Source: an optimization exercise on an open RTL-to-GDS flow (aim: a short achievable clock period and few clock cycles). Production flows keep margins and buffers that such runs may drop. In this exercise RTL edits were held to simulation tests only and were not proved equivalent to the original. Power and IR drop assume default switching activity.

### flow/flow/run.sh
#!/bin/bash
# Standard ORFS layout, with timing repair aiming well below the clock period
# (the SDC and its period are unchanged; only the repair effort differs) and
# the port buffers made plain buffers (buf_4) rather than the library's
# default pick.
set -euo pipefail
MARGIN=${MARGIN:-8.0}
bash standard.sh SETUP_SLACK_MARGIN=$MARGIN \
  "BUFFER_PORTS_ARGS=-buffer_cell sky130_fd_sc_hd__buf_4" \
  finish > standard_make.log 2>&1
### flow/standard.sh
#!/bin/bash
# synth_recipe.tcl (not shown) runs the flow's synth.tcl, then flattens the netlist and writes it again
# the make line also repeats each setting of config.mk as NAME=value (left out here)
make -C /OpenROAD-flow-scripts/flow DESIGN_CONFIG=/design/flow/config.mk WORK_HOME=/design/flow/orfs CLKGATE_MAP_FILE= SYNTH_SCRIPT=/design/flow/synth_recipe.tcl "${@:-finish}"
### flow/config.mk
export PLATFORM = sky130hd
export DESIGN_NAME = mips_core
export DESIGN_NICKNAME = mips_core
export VERILOG_FILES = /design/flow/design.v
export SDC_FILE = /design/flow/constraint.sdc
export NUM_CORES = 4
export LEC_CHECK = 0
export ABC_CLOCK_PERIOD_IN_PS = 2500
export CAP_MARGIN = 20
export CORE_MARGIN = 2
export CORE_UTILIZATION = 40
export PLACE_DENSITY = 0.6
export SETUP_SLACK_MARGIN = 0.3
export SLEW_MARGIN = 20
export TNS_END_PERCENT = 100
### flow/constraint.sdc
create_clock -name core_clock -period 11.0 [get_ports {clk}]
set_input_delay 2.2000 -clock core_clock [delete_from_list [all_inputs] [get_ports {clk}]]
set_output_delay 2.2000 -clock core_clock [all_outputs]
set_load 0.01 [all_outputs]
### flow/design.v
module program_counter(
    input clk,
    input rst,
    input [31:0] new_address,
    output reg [31:0] current_address
    );
    always @ (posedge clk) begin
        if (rst) begin
            current_address <= 32'd256;
        end else begin
            current_address <= new_address;
        end
    end
endmodule
`timescale 1ns / 1ps
module control_unit (
            input [5:0] opcode,
            output reg [1:0] RegDst,
            output reg MemRead,
            output reg [1:0] MemtoReg,
            output reg [1:0] ALUOp,
            output reg MemWrite,
            output reg ALUsrc,
            output reg RegWrite,
            output reg Branch,
            output reg Jump,
            output reg jal,
            output reg JumpReg
    );
   always @(*)
   begin
        case(opcode)
        default: begin  
                RegDst    = 2'b00;
                MemRead   = 0;
                MemtoReg  = 2'b00;
                ALUOp     = 2'b00;
                MemWrite  = 0;
                ALUsrc    = 0;
                RegWrite  = 0;
                Branch    = 0;
                Jump      = 0;
                jal       = 0;
                JumpReg   = 0;
                end
        6'b000011: begin  
                RegDst    = 2'b10;
                MemRead   = 0;
                MemtoReg  = 2'b10;
                ALUOp     = 2'b10;
                MemWrite  = 0;
                ALUsrc    = 0;
                RegWrite  = 1;  
                Branch    = 0;
                Jump      = 1;
                jal       = 1;
                JumpReg   = 0;
                end
       6'b000010: begin   
                RegDst    = 2'b00;
                MemRead   = 0;
                MemtoReg  = 2'b00;
                ALUOp     = 2'b10;
                MemWrite  = 0;
                ALUsrc    = 0;
                RegWrite  = 0;
                Branch    = 0;
                Jump      = 1;
                jal       = 0;
                JumpReg   = 0;
                end
        6'b000000: begin  
                RegDst    = 2'b01;
                MemRead   = 0;
                MemtoReg  = 2'b00;
                ALUOp     = 2'b10;
                MemWrite  = 0;
                ALUsrc    = 0;
                RegWrite  = 1;
                Branch    = 0;
                Jump      = 0;
                jal       = 0;
                JumpReg   = 0;
                end
          6'b100000: begin  
                RegDst    = 2'b00;
                MemRead   = 1;
                MemtoReg  = 2'b01;
                ALUOp     = 2'b00;
                MemWrite  = 0;
                ALUsrc    = 1;
                RegWrite  = 1;
                Branch    = 0;
                Jump      = 0;
                jal       = 0;
                JumpReg   = 0;
                end
        6'b100011: begin  
                RegDst    = 2'b00;
                MemRead   = 1;
                MemtoReg  = 2'b01;
                ALUOp     = 2'b00;
                MemWrite  = 0;
                ALUsrc    = 1;
                RegWrite  = 1;
                Branch    = 0;
                Jump      = 0;
                jal       = 0;
                JumpReg   = 0;
                end
        6'b101011: begin  
                RegDst    = 2'b00;
                MemRead   = 0;
                MemtoReg  = 2'b00;
                ALUOp     = 2'b00;
                MemWrite  = 1;
                ALUsrc    = 1;
                RegWrite  = 0;
                Branch    = 0;
                Jump      = 0;
                jal       = 0;
                JumpReg   = 0;
                end
        6'b001000: begin  
                RegDst    = 2'b00;
                MemRead   = 0;
                MemtoReg  = 2'b00;
                ALUOp     = 2'b00;
                MemWrite  = 0;
                ALUsrc    = 1;
                RegWrite  = 1;
                Branch    = 0;
                Jump      = 0;
                jal       = 0;
                JumpReg   = 0;
                end
        6'b000100: begin  
                RegDst    = 2'b00;
                MemRead   = 0;
                MemtoReg  = 2'b00;
                ALUOp     = 2'b01;
                MemWrite  = 0;
                ALUsrc    = 0;
                RegWrite  = 0;
                Branch    = 1;
                Jump      = 0;
                jal       = 0;
                JumpReg   = 0;
                end
        endcase
   end
endmodule
`timescale 1ns / 1ps
module Bit2MUX_5Bit(
    input [1:0] RegDst,
    input [4:0] rt,
    input [4:0] rd,
    output reg [4:0] Write_Register
    );
always @(*) begin
    case( RegDst)
        2'b00:begin
        Write_Register = rt;
        end
        2'b01:begin
        Write_Register = rd;
        end
        2'b10:begin  
        Write_Register = 5'd31;
        end
        default: begin 
        Write_Register = 5'd0;
        end
    endcase
end  
endmodule
`timescale 1ns / 1ps
module register(
    input clk,
    input rst,
    input reg_write,
    input [4:0]read_register_1,
    input [4:0]read_register_2,
    input [4:0]write_register,
    input [31:0]write_data,
    output [31:0]read_data_1,
    output [31:0]read_data_2
    );
    reg [31:0] Regfile [0:31];
    integer i;
    assign read_data_1 = (read_register_1 == 5'd0) ? 32'd0 : Regfile[read_register_1];
    assign read_data_2 = (read_register_2 == 5'd0) ? 32'd0 : Regfile[read_register_2];
    always @(posedge clk)  
    begin
        if (rst)
        begin
            for (i=0; i<32; i=i+1)
            begin
                Regfile[i] <= 32'd0;
            end
        end
        else if (reg_write == 1'b1 && write_register != 5'd0) begin
            Regfile[write_register] <= write_data;
        end
    end
endmodule
`timescale 1ns / 1ps
module alu_control(
           input [1:0] alu_op,   
           input [5:0] func, 
           output reg [3:0] alu_ctrl  
    );
    always @(*)
    begin
                case(alu_op)
                default: alu_ctrl = 4'b0010;
                2'b00:  
                begin
                    alu_ctrl = 4'b0010;
                end
                2'b01:  
                begin
                    alu_ctrl = 4'b0110;
                end
                2'b10:
                begin
                    case(func)
                    default: alu_ctrl = 4'b0101;
                    6'b100000:  
                    begin
                        alu_ctrl = 4'b0010;
                    end
                    6'b100010:  
                    begin
                        alu_ctrl = 4'b0110;
                    end
                    6'b100100:  
                    begin
                        alu_ctrl = 4'b0000;
                    end
                    6'b100101:  
                    begin
                        alu_ctrl = 4'b0001;
                    end
                    6'b101010:  
                    begin
                        alu_ctrl = 4'b0111;
                    end
                    6'b001000:  
                    begin
                        alu_ctrl = 4'b0101;
                    end
                    6'b000000:  
                    begin
                        alu_ctrl = 4'b1111;
                    end
                    endcase
                end
                endcase
            end
        endmodule
`timescale 1ns / 1ps
module sign_extended(
    input [15:0] in,
    output reg [31:0] out
    );
    always @(*)
    begin
        out[31:0] = { {16{in[15]}}, in[15:0] };
    end
endmodule
`timescale 1ns / 1ps
module ALU(
  input [4:0]   shamt,
	input [31:0]	a,
	input [31:0]	b,
	input [3:0] alu_con,
	output reg [31:0]		s,
	output 		zero
	);
	always @(*) begin
    		case(alu_con)
        			4'b0010:
        				    s = a + b;
        			4'b0110:
        				    s = a - b;
        			4'b0000:
        				    s = a & b;
        			4'b0001:
        				    s = a | b;
        			4'b0111:
        				    s = {31'd0, $signed(a) < $signed(b)};
        			4'b1111:
        			      s = b << (shamt);
              default:
                    s = 32'd0;
    	   endcase
	end
    assign zero = (s == 0) ? 1:0;
endmodule
`timescale 1ns / 1ps
module mux(
    input [1:0] MemtoReg,
    input [31:0] data_from_mem,
    input [31:0] alu_result,
    input [31:0] PC_4,
    output reg [31:0] write_data
    );
    always @(*) begin
        case( MemtoReg)
            2'b01:begin
                write_data = data_from_mem;
            end
            2'b00:begin
                write_data = alu_result;
            end
            2'b10:begin
                write_data = PC_4;
            end
            default: begin 
                write_data = 32'd0;
            end
        endcase
    end  
endmodule
module mips_core(
    input clk,
    input rst,                   
    output [31:0] imem_addr,
    input  [31:0] imem_data,
    output [31:0] dmem_addr,
    output [31:0] dmem_wdata,
    output        dmem_we,
    input  [31:0] dmem_rdata
    );
    function [31:0] ks_add(input [31:0] a, input [31:0] b, input cin);
        reg [31:0] g, p, gn, pn;
        integer i, d;
        begin
            g = a & b;
            p = a ^ b;
            g[0] = g[0] | (p[0] & cin);
            for (d = 1; d < 32; d = d * 2) begin
                for (i = 0; i < 32; i = i + 1) begin
                    if (i >= d) begin
                        gn[i] = g[i] | (p[i] & g[i-d]);
                        pn[i] = p[i] & p[i-d];
                    end else begin
                        gn[i] = g[i];
                        pn[i] = p[i];
                    end
                end
                g = gn;
                p = pn;
            end
            ks_add = a ^ b ^ {g[30:0], cin};
        end
    endfunction
    reg  [31:0] pc;              
    reg  [31:0] pq4;             
    reg  [31:0] ras;             
    reg  [31:0] ras4;            
    reg         btb_v   [0:3];
    reg  [7:0]  btb_lo  [0:3];   
    reg  [21:0] btb_hi  [0:3];   
    reg  [31:0] btb_tgt [0:3];
    reg  [31:0] btb_tgt4[0:3];   
    reg  [1:0]  btb_ptr;
    reg         e_alloc;         
    reg  [1:0]  e_bw;            
    reg  [29:0] e_key;           
    reg         d_v;             
    reg         d_bp;            
    reg  [3:0]  d_hit;
    reg  [31:0] d_ir;
    reg  [31:0] d_pc4;
    reg  [31:0] d_pc8;           
    reg  [31:0] d_pred;          
    reg         e_v;             
    reg  [31:0] e_a, e_b, e_sd;
    reg         e_fa, e_fb, e_fsd;    
    reg  [6:0]  e_sel;           
    reg         e_and, e_or, e_slt, e_sll;
    reg  [4:0]  e_sh;
    reg  [4:0]  e_dst;
    reg         e_wr, e_ld, e_st, e_beq, e_jr;
    reg  [31:0] e_brt;           
    reg  [31:0] e_brt4;          
    reg  [31:0] e_pred;          
    reg  [31:0] m_res;           
    reg  [31:0] m_addr;          
    reg  [31:0] m_wd;
    reg         m_st, m_ld, m_wr;
    reg  [4:0]  m_dst;
    reg  [31:0] w_val;           
    reg         w_wr;
    reg  [4:0]  w_dst;
    reg  [31:0] rf [1:31];
    assign imem_addr = pc;
    wire [31:0] pc4  = pq4;
    wire [31:0] pc8  = pq4 + 32'd4;
    wire [31:0] fi   = imem_data;
    wire f_j   = (fi[31:27] == 5'b00001);                         
    wire f_jr  = (fi[31:26] == 6'd0) && (fi[5:0] == 6'b001000);   
    wire [31:0] f_jt = {pc4[31:28], fi[25:0], 2'b00};
    wire [3:0] b_hit;
    genvar g;
    generate for (g = 0; g < 4; g = g + 1) begin : btb_look
        assign b_hit[g] = btb_v[g] && (btb_lo[g] == pc4[9:2]);
    end endgenerate
    wire f_bp = |b_hit && !e_alloc;
    wire [31:0] f_bt  = ({32{b_hit[0]}} & btb_tgt[0])  | ({32{b_hit[1]}} & btb_tgt[1]) |
                        ({32{b_hit[2]}} & btb_tgt[2])  | ({32{b_hit[3]}} & btb_tgt[3]);
    wire [31:0] f_bt4 = ({32{b_hit[0]}} & btb_tgt4[0]) | ({32{b_hit[1]}} & btb_tgt4[1]) |
                        ({32{b_hit[2]}} & btb_tgt4[2]) | ({32{b_hit[3]}} & btb_tgt4[3]);
    wire [29:0] f_jt4w = {pc4[31:28], fi[25:0]} + 30'd1;
    wire [31:0] f_jt4 = {f_jt4w, 2'b00};
    wire [5:0]  op = d_ir[31:26];
    wire [5:0]  fn = d_ir[5:0];
    wire [4:0]  rs = d_ir[25:21];
    wire [4:0]  rt = d_ir[20:16];
    wire [4:0]  rd = d_ir[15:11];
    wire [31:0] imm = {{16{d_ir[15]}}, d_ir[15:0]};
    wire is_r    = (op == 6'b000000);
    wire is_jr   = is_r && (fn == 6'b001000);
    wire is_sll  = is_r && (fn == 6'b000000);
    wire r_add   = is_r && (fn == 6'b100000);
    wire r_sub   = is_r && (fn == 6'b100010);
    wire r_and   = is_r && (fn == 6'b100100);
    wire r_or    = is_r && (fn == 6'b100101);
    wire r_slt   = is_r && (fn == 6'b101010);
    wire is_addi = (op == 6'b001000);
    wire is_ld   = (op == 6'b100011) || (op == 6'b100000);
    wire is_st   = (op == 6'b101011);
    wire is_beq  = (op == 6'b000100);
    wire is_jal  = (op == 6'b000011);
    wire beq_same = is_beq && (rs == rt);
    wire beq_diff = is_beq && (rs != rt);
    wire [4:0] dst = is_jal ? 5'd31 : is_r ? (is_jr ? 5'd0 : rd) :
                     (is_addi || is_ld) ? rt : 5'd0;
    wire wr = (dst != 5'd0);
    wire use_rs = (is_r && !is_sll) || is_addi || is_ld || is_st || beq_diff;
    wire use_rt = (is_r && !is_jr) || beq_diff;         
    wire stall = d_v && e_v && e_ld &&
                 ((use_rs && rs == e_dst) || (use_rt && rt == e_dst));
    wire [31:0] m_val = m_ld ? dmem_rdata : m_res;
    wire [31:0] rf_a = (rs == 5'd0) ? 32'd0 : rf[rs];
    wire [31:0] rf_b = (rt == 5'd0) ? 32'd0 : rf[rt];
    wire [31:0] va = (m_wr && rs == m_dst) ? m_val :
                     (w_wr && rs == w_dst) ? w_val : rf_a;
    wire [31:0] vb = (m_wr && rt == m_dst) ? m_val :
                     (w_wr && rt == w_dst) ? w_val : rf_b;
    wire [31:0] brt  = d_pc4 + {imm[29:0], 2'b00};
    wire [31:0] brt4 = d_pc8 + {imm[29:0], 2'b00};
    wire [3:0] hi_ok;
    wire [3:0] lo_same;          
    generate for (g = 0; g < 4; g = g + 1) begin : btb_chk
        assign hi_ok[g]   = d_hit[g] && (btb_hi[g] == d_pc4[31:10]);
        assign lo_same[g] = btb_v[g] && (btb_lo[g] == d_pc4[9:2]);
    end endgenerate
    wire d_red = d_v && beq_same && !(d_bp && |hi_ok);    
    wire d_fix = d_v && d_bp && !beq_same;                
    wire [1:0] b_w = lo_same[0] ? 2'd0 : lo_same[1] ? 2'd1 :
                     lo_same[2] ? 2'd2 : lo_same[3] ? 2'd3 : btb_ptr;
    wire [31:0] xa = e_fa ? m_res : e_a;
    wire [31:0] xb = e_fb ? m_res : e_b;
    wire [31:0] a00 = ks_add(e_a,   e_b,    1'b0);
    wire [31:0] s00 = ks_add(e_a,   e_b,    1'b1);
    wire [31:0] a10 = ks_add(m_res, e_b,    1'b0);
    wire [31:0] s10 = ks_add(m_res, e_b,    1'b1);
    wire [31:0] a01 = ks_add(e_a,   m_res,  1'b0);
    wire [31:0] s01 = ks_add(e_a,   ~m_res, 1'b1);
    wire [31:0] a11 = {m_res[30:0], 1'b0};
    wire [31:0] shl = e_fb ? (m_res << e_sh) : (e_b << e_sh);
    wire d31 = e_fa ? (e_fb ? 1'b0 : s10[31]) : (e_fb ? s01[31] : s00[31]);
    wire b31 = e_fb ? m_res[31] : ~e_b[31];      
    wire slt = (xa[31] ^ b31) ? xa[31] : d31;
    wire [31:0] res = ({32{e_sel[0]}} & a00) | ({32{e_sel[1]}} & s00) |
                      ({32{e_sel[2]}} & a10) | ({32{e_sel[3]}} & s10) |
                      ({32{e_sel[4]}} & a01) | ({32{e_sel[5]}} & s01) |
                      ({32{e_sel[6]}} & a11) |
                      ({32{e_and}} & (xa & xb)) | ({32{e_or}} & (xa | xb)) |
                      {31'd0, e_slt & slt} | ({32{e_sll}} & shl);
    wire eq_ab = (e_a == e_b);
    wire eq_mb = (m_res == e_b);
    wire eq_am = (e_a == m_res);
    wire eq = e_fa ? (e_fb ? 1'b1 : eq_mb) : (e_fb ? eq_am : eq_ab);
    wire ne_ap = (e_a != e_pred);
    wire ne_mp = (m_res != e_pred);
    wire e_mis_b = e_v && e_beq && eq;
    wire e_mis_j = e_v && e_jr && (e_fa ? ne_mp : ne_ap);
    wire e_mis = e_mis_b || e_mis_j;
    wire [31:0] e_tgt = e_jr ? xa : e_brt;
    wire [31:0] e_tgt4 = e_jr ? (e_fa ? m_res + 32'd4 : e_a + 32'd4) : e_brt4;
    assign dmem_addr  = m_addr;
    assign dmem_wdata = m_wd;
    assign dmem_we    = m_st;
    integer i;
    always @(posedge clk) begin
        if (rst) begin
            pc   <= 32'd256;
            pq4  <= 32'd260;
            ras  <= 32'd0;
            ras4 <= 32'd4;
            btb_v[0] <= 1'b0; btb_v[1] <= 1'b0; btb_v[2] <= 1'b0; btb_v[3] <= 1'b0;
            btb_ptr <= 2'd0;
            e_alloc <= 1'b0;
            m_addr <= 32'd0;
            d_v  <= 1'b0;
            e_v  <= 1'b0;
            e_wr <= 1'b0; e_ld <= 1'b0; e_st <= 1'b0; e_beq <= 1'b0; e_jr <= 1'b0;
            m_st <= 1'b0; m_ld <= 1'b0; m_wr <= 1'b0;
            w_wr <= 1'b0;
        end else begin
            if (e_mis) begin
                pc  <= e_tgt;
                pq4 <= e_tgt4;
                d_v <= 1'b0;
            end else if (stall) begin
                pc  <= pc;
            end else if (d_red) begin
                pc  <= brt;
                pq4 <= brt4;
                d_v <= 1'b0;
            end else if (d_fix) begin
                pc  <= d_pc4;
                pq4 <= d_pc8;
                d_v <= 1'b0;
            end else begin
                pc    <= f_j ? f_jt  : f_jr ? ras  : f_bp ? f_bt  : pc4;
                pq4   <= f_j ? f_jt4 : f_jr ? ras4 : f_bp ? f_bt4 : pc8;
                d_v   <= 1'b1;
            end
            if (d_red && !(|lo_same)) btb_ptr <= btb_ptr + 2'd1;
            e_alloc <= d_red;
            if (e_alloc) btb_v[e_bw] <= 1'b1;
            if (d_v && is_jal) begin
                ras  <= d_pc4;
                ras4 <= d_pc8;
            end
            m_addr <= res;
            if (e_mis || stall || !d_v) begin
                e_v  <= 1'b0;
                e_wr <= 1'b0; e_ld <= 1'b0; e_st <= 1'b0; e_beq <= 1'b0; e_jr <= 1'b0;
            end else begin
                e_v   <= 1'b1;
                e_wr  <= wr;
                e_ld  <= is_ld;
                e_st  <= is_st;
                e_beq <= beq_diff;
                e_jr  <= is_jr;
            end
            m_st  <= e_v && e_st;
            m_ld  <= e_v && e_ld;
            m_wr  <= e_v && e_wr;
            w_wr  <= m_wr;
        end
    end
    wire subx = r_sub || r_slt;
    wire ar = r_add || r_sub || is_addi || is_ld || is_st || is_jal;
    wire fa = use_rs && e_wr && rs == e_dst;
    wire fb = use_rt && e_wr && rt == e_dst;
    always @(posedge clk) begin
        if (!stall) begin
            d_ir  <= fi;
            d_pc4 <= pc4;
            d_pc8 <= pc8;
            d_bp  <= f_bp && !f_j && !f_jr;
            d_hit <= b_hit;
            d_pred <= ras;
        end
        e_a   <= is_jal ? d_pc4 : va;
        e_b   <= subx ? ~vb : (is_addi || is_ld || is_st) ? imm : is_jal ? 32'd0 : vb;
        e_sd  <= vb;
        e_fa  <= fa;
        e_fb  <= fb;
        e_fsd <= is_st && e_wr && rt == e_dst;
        e_sel <= {ar && fa && fb && !r_sub,
                  ar && !fa && fb && r_sub,  ar && !fa && fb && !r_sub,
                  ar && fa && !fb && r_sub,  ar && fa && !fb && !r_sub,
                  ar && !fa && !fb && r_sub, ar && !fa && !fb && !r_sub};
        e_and <= r_and;
        e_or  <= r_or;
        e_slt <= r_slt;
        e_sll <= is_sll;
        e_sh  <= d_ir[10:6];
        e_dst <= dst;
        e_brt <= brt;
        e_bw  <= b_w;
        e_key <= d_pc4[31:2];
        if (e_alloc) begin
            btb_lo[e_bw]   <= e_key[7:0];
            btb_hi[e_bw]   <= e_key[29:8];
            btb_tgt[e_bw]  <= e_brt;
            btb_tgt4[e_bw] <= e_brt4;
        end
        e_brt4 <= brt4;
        e_pred <= d_pred;
        m_res <= res;
        m_wd  <= e_fsd ? m_val : e_sd;
        m_dst <= e_dst;
        w_val <= m_val;
        w_dst <= m_dst;
    end
    always @(posedge clk) begin
        if (rst) begin
            for (i = 1; i < 32; i = i + 1) rf[i] <= 32'd0;
        end else if (w_wr) begin
            rf[w_dst] <= w_val;
        end
    end
endmodule
==> results.txt <==
* Fin area at 153000 µm²
* CP required at ~12 ns
* Overflow after GRT at 0
* Switching Fraction at between 30% and 40%
* WL final at just under 600000 µm
* Via count at 97400
* Largest net degree at the start of global routing at 76
* NetSw at between 8 and 9 mW
* Die ar. at approximately 280000 µm²
* Final min period at 4.35 ns
* Max Clock Skew at 0.106 ns
* Layout cell share with drive strength beyond 1 at 40.1%
* Io pins at 163
* P per Cell Area at 163 nW/µm²
* Max frequency at approximately 230 MHz
* DR WL/cell at 41.0 µm
* Dpl hpwl at 305000 µm
* Num rows at 193
* GPL Wtd Cong at 1.02
* Num CTS Buffers at between 200 and 250
* H-tree levels at 4
* Slew Limit Headroom at -37.7%
* Final setup fails at 0
* Area leader, netlist: edfxtp_1
* Primary FF master, synth: edfxtp_1
* Die Width at 532 µm
* Lkg Pwr at 55.4 nW
* Worst skew pair latency at 0.97 ns
* Final core occ at 55.3%
* # port buffers at roughly 160
* Cells after Synth at 9196
* Nets at about 10000
* CTS Sinks at 2061
* Post-DR vias/cell at approximately 7
* Slew @ Worst Pin at 2.01 ns
* Post-route ant nets at 0
* Max Slew Vio Count at 6
* Core area at 277000 µm²
* Worst vdd ir at 0.126 mV
* Worst Path Arrival at 5.10 ns
* Setup TNS at 0 ns
* FILL cells at 22000
* Post-Syn Area at 111000 µm²
* Crit Path Max Fanout at 5
* Unique cell type count in the Yosys netlist at 102
* Logic pwr share at between 20% and 30%
* Final period utilization at 39.6%
* Yosys reg bits at 2061
* Sequential-to-total area share from yosys stat at between 50 and 60%
* Mean post-synth cell area at 12.1 µm²
* CTS tree: built
* Status: finished with violations
* EDFF count, synth at between 1500 and 2000
* CTS Buffer Depth at 4
* Hold WS at around 0.32 ns
* First-pass GRT wire length at 703000 µm
* Syn. warnings at 1
* Share of power burned in registers at 38.6%
* Clock transition at path regs at 0.07 ns
* Die Span Y at about 530 µm
* Setup Crit Path Kind: reg2reg
* CP startpoint kind: flop
* DRC viols at 0
* Drt pass-1 iters at 11
* Clk pwr share at around a third
* 1st-iter DRT viols at 17500
* Gr usage total at between 30% and 40%
* Top cell type's share of synthesized area at 41.2%
* Worst Hold Class: reg2reg
* Initial cell density of the core at about 40%
* Post-CTS Hold Buffers at 0
* Largest cells by area after synthesis: edfxtp_1 41%, mux4_2 14%, dfxtp_1 9.6%, and2_1 5.8%, a21oi_1 2.8%
* Root Driver: clkbuf_16
* CP endpoint kind: flop
* Mapped Nets at 9459
* Pint at around 16 mW
* FFs w/ async S/R, synth at 0%
* Vias in the first global route at roughly 88000
* Overall power at 25.0 mW
* Initial antenna violation count at 56
* Placed inst area at 117000 µm²
* RSZ-0062 raised after global routing: yes
* Final hold violations at 0
* P&R area growth vs syn at 37.3%
* Max-cap violations at 2
* Layout Check Failures: capacitance limit, slew limit
power groups by stage:
stage,registers [mW],logic [mW],clock network (mW)
2_1_floorplan,9.21,3.03,0
3_3_place_gp,9.68,4.74,0
3_5_place_dp,9.72,4.74,0
4_1_cts,9.52,6.36,7.99
5_1_grt,9.67,7.44,8.30
6_report,9.65,7.32,8.03
cell usage after synthesis, types with 16 or more instances:
cell type     n
o221ai_1     60
o31ai_1      28
and3_1       40
and2_1     1037
dfxtp_1     534
nor2b_1      44
o211ai_1     60
o21a_1       40
o21ai_0     328
inv_1       168
nand2_1     501
xor2_1      124
xnor2_1     294
ha_1        189
a221oi_1    122
a211oi_1     81
o22ai_1      41
a21oi_1     620
o2111ai_1    17
buf_2        72
a311oi_1     16
mux2i_1     132
nor4_1       57
mux4_2      668
o21bai_1     37
mux2_2      115
buf_1        88
or2_2        22
a22oi_1     173
nand4_1     121
nor3_1       99
a21o_1       71
edfxtp_1   1527
nand3_1     164
a31oi_1      59
a221o_1      31
nand2b_1     34
clkbuf_1    593
nor2_1      495
layout by cell type, fill, tap and decap left out, types with 172 or more instances in the layout:
cell / instances
edfxtp_1: 1527
and2_1: 817
mux4_2: 672
buf_4: 541
nand2_1: 448
a21oi_1: 442
nor2_1: 402
clkbuf_16: 348
dfxtp_1: 325
buf_6: 320
buf_12: 308
xnor2_1: 247
and2_4: 219
o21ai_0: 212
a22oi_1: 172
repair_timing:
| item | 4_1_cts | 5_1_grt |
|---|---|---|
| hold endpoints to repair | 0 | 0 |
| buffers inserted | 540 | 300 |
| endpoints found under the setup margin | 2590 | 2309 |
| resized for setup | 1802 | 1157 |
| pin swaps | 328 | 419 |
| gates cloned | 138 | 170 |
metrics by stage:
step | cells | setup WS (ns)
floorplan | 9196 | 6.86
global placement | 12500 | 5.36
detailed placement | 12500 | 5.39
CTS | 13600 | 7.28
global route | 14100 | 6.70
finish | 14200 | 6.65
logic make-up after synthesis:
logic type               Yosys count  share of synthesized area, %
AO/OA/AOI/OAI                   1936                          11.3
buffers and inverters            963                          3.53
AND/OR/NAND/NOR                 2692                          12.7
multiplexers                     929                          16.1
adder cells (fa/ha/maj)          197                          2.27
flip-flops                      2061                          50.7
XOR/XNOR                         418                          3.29
worst paths after layout:
path                            cells after the start                    to  slack [ns]            startpoint
worst max register to register                     13  pq4[14]$_SDFFE_PP0P_        6.65          e_fb$_DFF_P_
worst max-delay path                               13  pq4[14]$_SDFFE_PP0P_        6.65          e_fb$_DFF_P_
worst min-delay path                                0    e_pred[12]$_DFF_P_        0.32  d_pred[12]$_DFFE_PN_
worst min register to register                      0    e_pred[12]$_DFF_P_        0.32  d_pred[12]$_DFFE_PN_
registers in the layout, summed over array words and instances (netlist names), 32 cells and up, named ones only:
register / flops
btb_hi: 88
btb_lo: 32
btb_tgt: 128
btb_tgt4: 120
d_ir: 32
d_pc8: 32
d_pred: 32
e_a: 32
e_b: 32
e_brt4: 32
e_pred: 32
e_sd: 32
m_addr: 32
m_res: 32
m_wd: 32
pc: 32
pq4: 32
ras4: 32
rf: 1024
w_val: 32
critical path, cell delays in order, from the launching register on:
cell       delay [ns]
dfxtp_4          0.37
buf_12           0.15
buf_16           0.14
buf_12           0.13
mux2_4           0.32
xnor2_2          0.19
nand4_1          0.10
or4_4            0.56
nor2_4           0.13
a311oi_4         0.16
buf_4            0.21
clkbuf_16        0.16
a211oi_1         1.41
a211oi_2         0.07
routing by layer:
| metal | vias up | share of wire (%) | GRT usage (%) |
|---|---|---|---|
| li1 | 37200 | - | - |
| met1 | 48200 | 32 | 42.6 |
| met2 | 9047 | 42 | 53.2 |
| met3 | 2935 | 14 | 10.1 |
| met4 | 26 | 11 | 25.1 |
| met5 | - | 0.047 | 0 |
cell type report:
type	instances	area, µm²	share of cell area, %
clock inverters	122	1360	0.888
flip-flops and latches	2061	57000	37.3
repair inverters	17	285	0.187
diodes	67	168	0.110
well taps	3705	4640	3.03
multi-input cells	6181	59700	39.0
repair buffers	1522	22700	14.9
inverters	179	773	0.506
clock buffers	300	6240	4.08
Testbench counts, summed over its fixed seeds: cycles 26,286.

==> re-timing with driven ports <==
Ports are ideal in the flow. The routed layout listed here was re-timed in OpenROAD. Step 1 assumes that a clkbuf_16 drives the clock port and a buf_2 every other input. Step 2, shift: input delay + t, output delay - t, t = (earliest + latest rising clock arrival at the registers) / 2. This alone moves slack from input paths to output paths. Slacks: ideal ports / drivers / drivers and shift; pairs: ideal ports / drivers.
shift t [ns]: 1.023
slack for setup (ns): 6.646 / 6.646 / 6.375
hold WS [ns]: 0.324 / 0.324 / 0.324
worst data-port slew with drivers (ns): 0.25
For this run, drivers alone change the setup slack by 0.000 ns; drivers and shift together by -0.271 ns.
